From an optimization exercise on the open Yosys and OpenROAD flow, aimed at small area, a short achievable clock period and few clock cycles; shortcuts taken in it are not production practice.
Where RTL was checked, it was by simulation tests only, not by an equivalence proof against the original.
Power and IR drop assume default switching activity.

== run A ==
==> flow/design.v <==
module div_fsm#(
    parameter   DATAWIDTH = 10'd57
)
(
    input                         clk,
    input                         rst_n,
    input                         en,
    input     [DATAWIDTH-1:0]     dividend,
    input     [DATAWIDTH-1:0]     divisor,
    output                        ready,
    output    [DATAWIDTH-1:0]     quotient,
    output    [DATAWIDTH-1:0]     remainder,
    output                        vld_out
);
localparam W  = DATAWIDTH;
localparam K1 = 27;              
localparam K2 = 3;               
reg  [W-1:0] r_q;                
reg  [W:0]   r_r;                
reg  [W-1:0] r_d;                
reg  [5:0]   r_cnt;              
reg          r_busy;
reg          r_vld;
reg          r_corr;             
assign ready     = ~r_busy;
assign vld_out   = r_vld;
assign quotient  = r_q;
assign remainder = r_r[W-1:0];
wire start = en & ~r_busy;
wire neg   = r_r[W];
wire corr  = r_corr;
wire [W-1:0] m;
genvar gi;
generate
    for (gi = 0; gi < W; gi = gi + 1) begin : g_m
        if (gi == W-1) begin : g_top
            assign m[gi] = 1'b1;
        end else begin : g_rest
            assign m[gi] = ~|r_d[W-1:gi+1];
        end
    end
endgenerate
wire d_nz = |r_d;
wire [W+K1-1:0] x1 = {r_r[W-1:0], r_q[W-1:W-K1]};
wire [W+K2-1:0] x2 = {r_r[W-1:0], r_q[W-1:W-K2]};
wire sk1 = ~neg & d_nz & (r_cnt >= K1) & ~|x1[W+K1-1:W] & ~|(x1[W-1:0] & m);
wire sk2 = ~neg & d_nz & (r_cnt >= K2) & ~|x2[W+K2-1:W] & ~|(x2[W-1:0] & m);
wire [W+1:0] opa = corr ? {r_r[W], r_r} : {r_r, r_q[W-1]};
wire [W+1:0] opb = neg ? {2'b00, r_d} : ~{2'b00, r_d};
wire [W+1:0] sum = opa + opb + {{(W+1){1'b0}}, ~neg};
wire         qb  = ~sum[W+1];
always @(posedge clk or negedge rst_n) begin
    if (!rst_n) begin
        r_busy <= 1'b0;
        r_vld  <= 1'b0;
        r_corr <= 1'b0;
        r_cnt  <= 6'd0;
    end else begin
        r_vld  <= 1'b0;
        r_corr <= 1'b0;
        if (start) begin
            r_busy <= 1'b1;
            r_cnt  <= W;
        end else if (r_busy) begin
            if (corr) begin
                r_busy <= 1'b0;
                r_vld  <= 1'b1;
            end else if (sk1) begin
                r_cnt <= r_cnt - K1;
                if (r_cnt == K1) begin r_busy <= 1'b0; r_vld <= 1'b1; end
            end else if (sk2) begin
                r_cnt <= r_cnt - K2;
                if (r_cnt == K2) begin r_busy <= 1'b0; r_vld <= 1'b1; end
            end else begin
                r_cnt <= r_cnt - 1'b1;
                if (r_cnt == 6'd1) begin
                    if (qb) begin r_busy <= 1'b0; r_vld <= 1'b1; end
                    else r_corr <= 1'b1;
                end
            end
        end
    end
end
always @(posedge clk) begin
    if (start) begin
        r_q <= dividend;
        r_d <= divisor;
        r_r <= {(W+1){1'b0}};
    end else if (r_busy) begin
        if (corr) begin
            r_r <= sum[W:0];
        end else if (sk1) begin
            r_r <= {1'b0, x1[W-1:0]};
            r_q <= {r_q[W-K1-1:0], {K1{1'b0}}};
        end else if (sk2) begin
            r_r <= {1'b0, x2[W-1:0]};
            r_q <= {r_q[W-K2-1:0], {K2{1'b0}}};
        end else begin
            r_r <= sum[W:0];
            r_q <= {r_q[W-2:0], qb};
        end
    end
end
endmodule
Settings: LEC_CHECK=0, ABC_CLOCK_PERIOD_IN_PS=3000, CAP_MARGIN=20, CORE_MARGIN=2, CORE_UTILIZATION=40, SETUP_SLACK_MARGIN=2.5, SLEW_MARGIN=20; clock period 6.0 ns.
standard.sh (not shown) runs the stock make flow with config.mk's settings and CLKGATE_MAP_FILE= SYNTH_SCRIPT=/design/flow/synth_recipe.tcl, a recipe that flattens the netlist after the stock synthesis.
==> flow/flow/run.sh <==
#!/bin/bash
# The standard layout, with buf_1 as the port buffer cell instead of the
# cell buffer_ports picks by default.
set -euo pipefail
export BUFFER_PORTS_ARGS="-buffer_cell sky130_fd_sc_hd__buf_1"
bash standard.sh > standard.log 2>&1
### run A -> run E
==> flow/run.sh (new file) <==
#!/bin/bash
# synth_recipe.tcl (not shown) runs the flow's synth.tcl, then flattens the netlist and writes it again
# the make line also repeats each setting of config.mk as NAME=value (left out here)
make -C /OpenROAD-flow-scripts/flow DESIGN_CONFIG=/design/flow/config.mk WORK_HOME=/design/flow/orfs CLKGATE_MAP_FILE= SYNTH_SCRIPT=/design/flow/synth_recipe.tcl finish
removed: flow/flow/run.sh
removed: flow/standard.sh
Results
- Changes observed in run E relative to run A: number of antenna violations at the first check in global routing grew by 3, clock-buffer cell count now sits higher, post-route fraction of the period consumed by the critical path went up by 0.38 points, post-detailed-routing wire length was more or less identical.
- More vias were needed by run A than by run E.
- Proportion of register bits with asynchronous set or reset after synthesis: run A vs run E identical
No functional check of the RTL was part of any run of this note.

* * *

== wip/amber ==
Another version of the RTL of div_fsm (not shown whole).
Size in the first run: roughly 1,800 cells after synthesis, roughly 190 flip-flops, roughly 230 I/O pins, about 13,000 um2 of cells after synthesis.
export LEC_CHECK = 0
export ABC_AREA = 1
export ABC_CLOCK_PERIOD_IN_PS = 3000
export CAP_MARGIN = 20
export CORE_MARGIN = 2
export CORE_UTILIZATION = 40
export CTS_BUF_LIST = sky130_fd_sc_hd__clkbuf_4 sky130_fd_sc_hd__clkbuf_8
export SETUP_SLACK_MARGIN = 2.5
export SLEW_MARGIN = 20
create_clock -name core_clock -period 6.0 [get_ports {clk}]
==> flow/flow/run.sh <==
#!/bin/bash
# The standard layout, with buf_1 as the port buffer cell instead of the
# cell buffer_ports picks by default.
set -euo pipefail
export BUFFER_PORTS_ARGS="-buffer_cell sky130_fd_sc_hd__buf_1"
bash standard.sh > standard.log 2>&1
Testbench counts of wip/amber, summed over its fixed seeds: cycles 33,212.
Here is what was changed in the inputs of wip/tundra compared with wip/amber.
- setting GPL_ROUTABILITY_DRIVEN to 0 for the first time
- removing ABC_AREA (formerly 1)
Findings:
Against wip/amber, area of the core in wip/tundra rose slightly. Comparing wip/tundra and wip/amber, the higher placed instance count was measured on wip/amber. Diff wip/amber -> wip/tundra: final instance area lost 9.6%, critical path depth lost 20. Between wip/amber and wip/tundra, minimum clock period after layout decreased. wip/tundra: length of routed met3 wiring higher than wip/amber.
The inputs of wip/zinc differ from those of wip/tundra as listed below.
- an added CTS_CLUSTER_SIZE of 20
- an added CTS_CLUSTER_DIAMETER of 60
- a deleted GPL_ROUTABILITY_DRIVEN that had been 0
Findings:
Area: wip/zinc vs wip/tundra -> wip/zinc larger. Between wip/tundra and wip/zinc, hold slack is lower for wip/zinc, wip/tundra comes in above that. | transition time at the pin with the least slew margin | wip/zinc vs wip/tundra | 0.091 ns higher |. A cell with the biggest individual delay on the critical path of dfxtp_1 is what wip/zinc shows, while or4_1 belongs to wip/tundra. wip/tundra and wip/zinc ended up with nearly the same total area of sequential cells. Re minimum clock period after layout: wip/tundra was higher than wip/zinc. As far as maximum clock frequency is concerned, wip/tundra and wip/zinc perform about the same. Final HPWL from detailed placement ends up lower on wip/tundra. Final-layout fill cell count was lower in the run labelled wip/zinc. Largest stage delay on the critical path: wip/zinc vs wip/tundra up 0.09 ns. The final reports for wip/zinc and wip/tundra show met2 layer usage reported by global route higher in the former. The lower utilization of wip/tundra and wip/zinc is in wip/tundra.
Input-level comparison between wip/pepper and wip/zinc:
- SETUP_SLACK_MARGIN now 2.7, was 2.5
- CTS_CLUSTER_SIZE no longer set, was 20
- CTS_CLUSTER_DIAMETER no longer set, was 60
### Flow results
No run among wip/zinc and wip/pepper stopped early or left any final violation; all are clean.
Met2 capacity usage during global routing: wip/pepper vs wip/zinc down 0.22 points
Total sequential power (lower): wip/pepper
| power dissipated by switching net loads | higher: wip/pepper |
Looking at wip/zinc and wip/pepper, the compound-cell area share of the yosys netlist is a wash.
Compared wip/zinc against wip/pepper; source-to-sink clock delay at the later pin of the worst-skew pair within noise.
On total wire length, wip/zinc and wip/pepper are neck and neck.

* * *

Another version of the RTL of div_fsm (not shown whole).
For scale: roughly 1,700 cells after synthesis, roughly 190 flip-flops, roughly 230 I/O pins.
export LEC_CHECK = 0
export ABC_CLOCK_PERIOD_IN_PS = 3000
export CAP_MARGIN = 20
export CORE_MARGIN = 2
export CORE_UTILIZATION = 40
export CTS_BUF_LIST = sky130_fd_sc_hd__clkbuf_4 sky130_fd_sc_hd__clkbuf_8
export PLACE_DENSITY = 0.5
export SETUP_SLACK_MARGIN = 2.5
export SLEW_MARGIN = 20
create_clock -name core_clock -period 6.0 [get_ports {clk}]
Scripts as last shown in full above: flow/flow/run.sh
The starting point ran to the end with no violations.
Testbench counts at the start, summed over its fixed seeds: cycles 33,212.
Next try:
==> flow/flow/run.sh (replaced) <==
#!/bin/bash
# The standard layout, with buf_1 as the port buffer cell instead of the
# cell buffer_ports picks by default, and power recovery after global route.
set -euo pipefail
export BUFFER_PORTS_ARGS="-buffer_cell sky130_fd_sc_hd__buf_1"
bash standard.sh RECOVER_POWER=100 finish > standard.log 2>&1
PLACE_DENSITY = unset   (was 0.5)
Effect: The new run finished but failed the layout checks on max-capacitance violations, max-slew violations; final area fell by 5.1%; setup slack is worse by 1.1 ns; sequential power fell by about 3%; routed wire length fell by 4.1%; final cell count fell by 1.9%; non-clock buffer count fell by 45; synthesized area does not change.
Next try:
==> flow/flow/run.sh (replaced) <==
#!/bin/bash
# The standard layout, with buf_1 as the port buffer cell instead of the
# cell buffer_ports picks by default.
set -euo pipefail
export BUFFER_PORTS_ARGS="-buffer_cell sky130_fd_sc_hd__buf_1"
bash standard.sh > standard.log 2>&1
CTS_BUF_LIST = unset   (was sky130_fd_sc_hd__clkbuf_4 sky130_fd_sc_hd__clkbuf_8)
The new run produced a clean layout.
Via count hardly moves.
Die area does not change.
Routed wire length shrinks slightly.
Final cell count is about the same.
Global-route usage barely changes.
Count of clock-buffer cells in the layout is unchanged.
Worst setup slack improved by 1.1 ns.
Combinational power stays flat.
Power grows by a few percent.
Non-clock buffer count shrinks by 1.
Final area grows by a few percent.
Next try:
CTS_BUF_LIST = sky130_fd_sc_hd__clkbuf_4 sky130_fd_sc_hd__clkbuf_8   (was unset)
SETUP_SLACK_MARGIN = 2.7   (was 2.5)
What happened: Global-route usage goes up by 1.1 points. Wire length goes up by a few percent. Setup slack improved by 0.031 ns. Total power goes up by a few percent. Clock skew goes up by 0.0074 ns.
Next try:
ABC_CLOCK_PERIOD_IN_PS = 2000   (was 3000)
SETUP_SLACK_MARGIN = 2.5   (was 2.7)
What happened:
- The changed run completed without violations
- synthesized area does not change
- final cell count goes down by 3.4%
- worst hold slack is worse by 0.0066 ns
- global-route usage fell by 0.98 points

-- static timing again, ports no longer ideal --
No port has a modelled driver above. Below, the same layouts with a new extraction and two added sets of constraints.
Step 1 (the two cells are an assumption about what drives the block):
set clk [get_ports {clk}]
set_driving_cell -lib_cell sky130_fd_sc_hd__clkbuf_16 $clk
set_driving_cell -lib_cell sky130_fd_sc_hd__buf_2 [delete_from_list [all_inputs] $clk]
Step 2 moves the port delays by t, midway between the first and last clock arrival at a register: inputs arrive t later, outputs are due t later. That takes back most of the time a late clock gives input paths.
Slacks: ideal / step 1 / step 2; pairs: ideal / step 1.
run	t (ns)	slack for setup (ns)	worst setup path at the end	slew at the worst register clock pin (ns)	pins driven straight from the clock port
run A	0.524	2.223 / 2.223 / 2.040	input to register	0.09 / 0.09	1
run E	0.528	2.200 / 2.200 / 1.848	input to register	0.09 / 0.09	1
wip/amber	0.568	1.816 / 1.816 / 1.635	input to register	0.11 / 0.11	1
wip/tundra	0.544	2.527 / 2.527 / 2.015	input to register	0.11 / 0.11	1
wip/zinc	0.560	2.537 / 2.537 / 2.170	input to register	0.10 / 0.10	1
wip/pepper	0.550	2.624 / 2.624 / 2.268	input to register	0.10 / 0.10	1
the first run of note 3	0.573	2.484 / 2.484 / 2.031	input to register	0.12 / 0.12	1
the second run of note 3	0.570	1.425 / 1.425 / 1.051	input to register	0.11 / 0.11	1
the third run of note 3	0.510	2.545 / 2.545 / 2.281	input to register	0.08 / 0.08	1
the fourth run of note 3	0.551	2.576 / 2.576 / 2.351	input to register	0.11 / 0.11	1
the fifth run of note 3	0.569	2.560 / 2.560 / 2.163	input to register	0.11 / 0.11	1
For wip/tundra, which loses most, drivers alone change the setup slack by 0.000 ns; drivers and shift together by -0.512 ns.
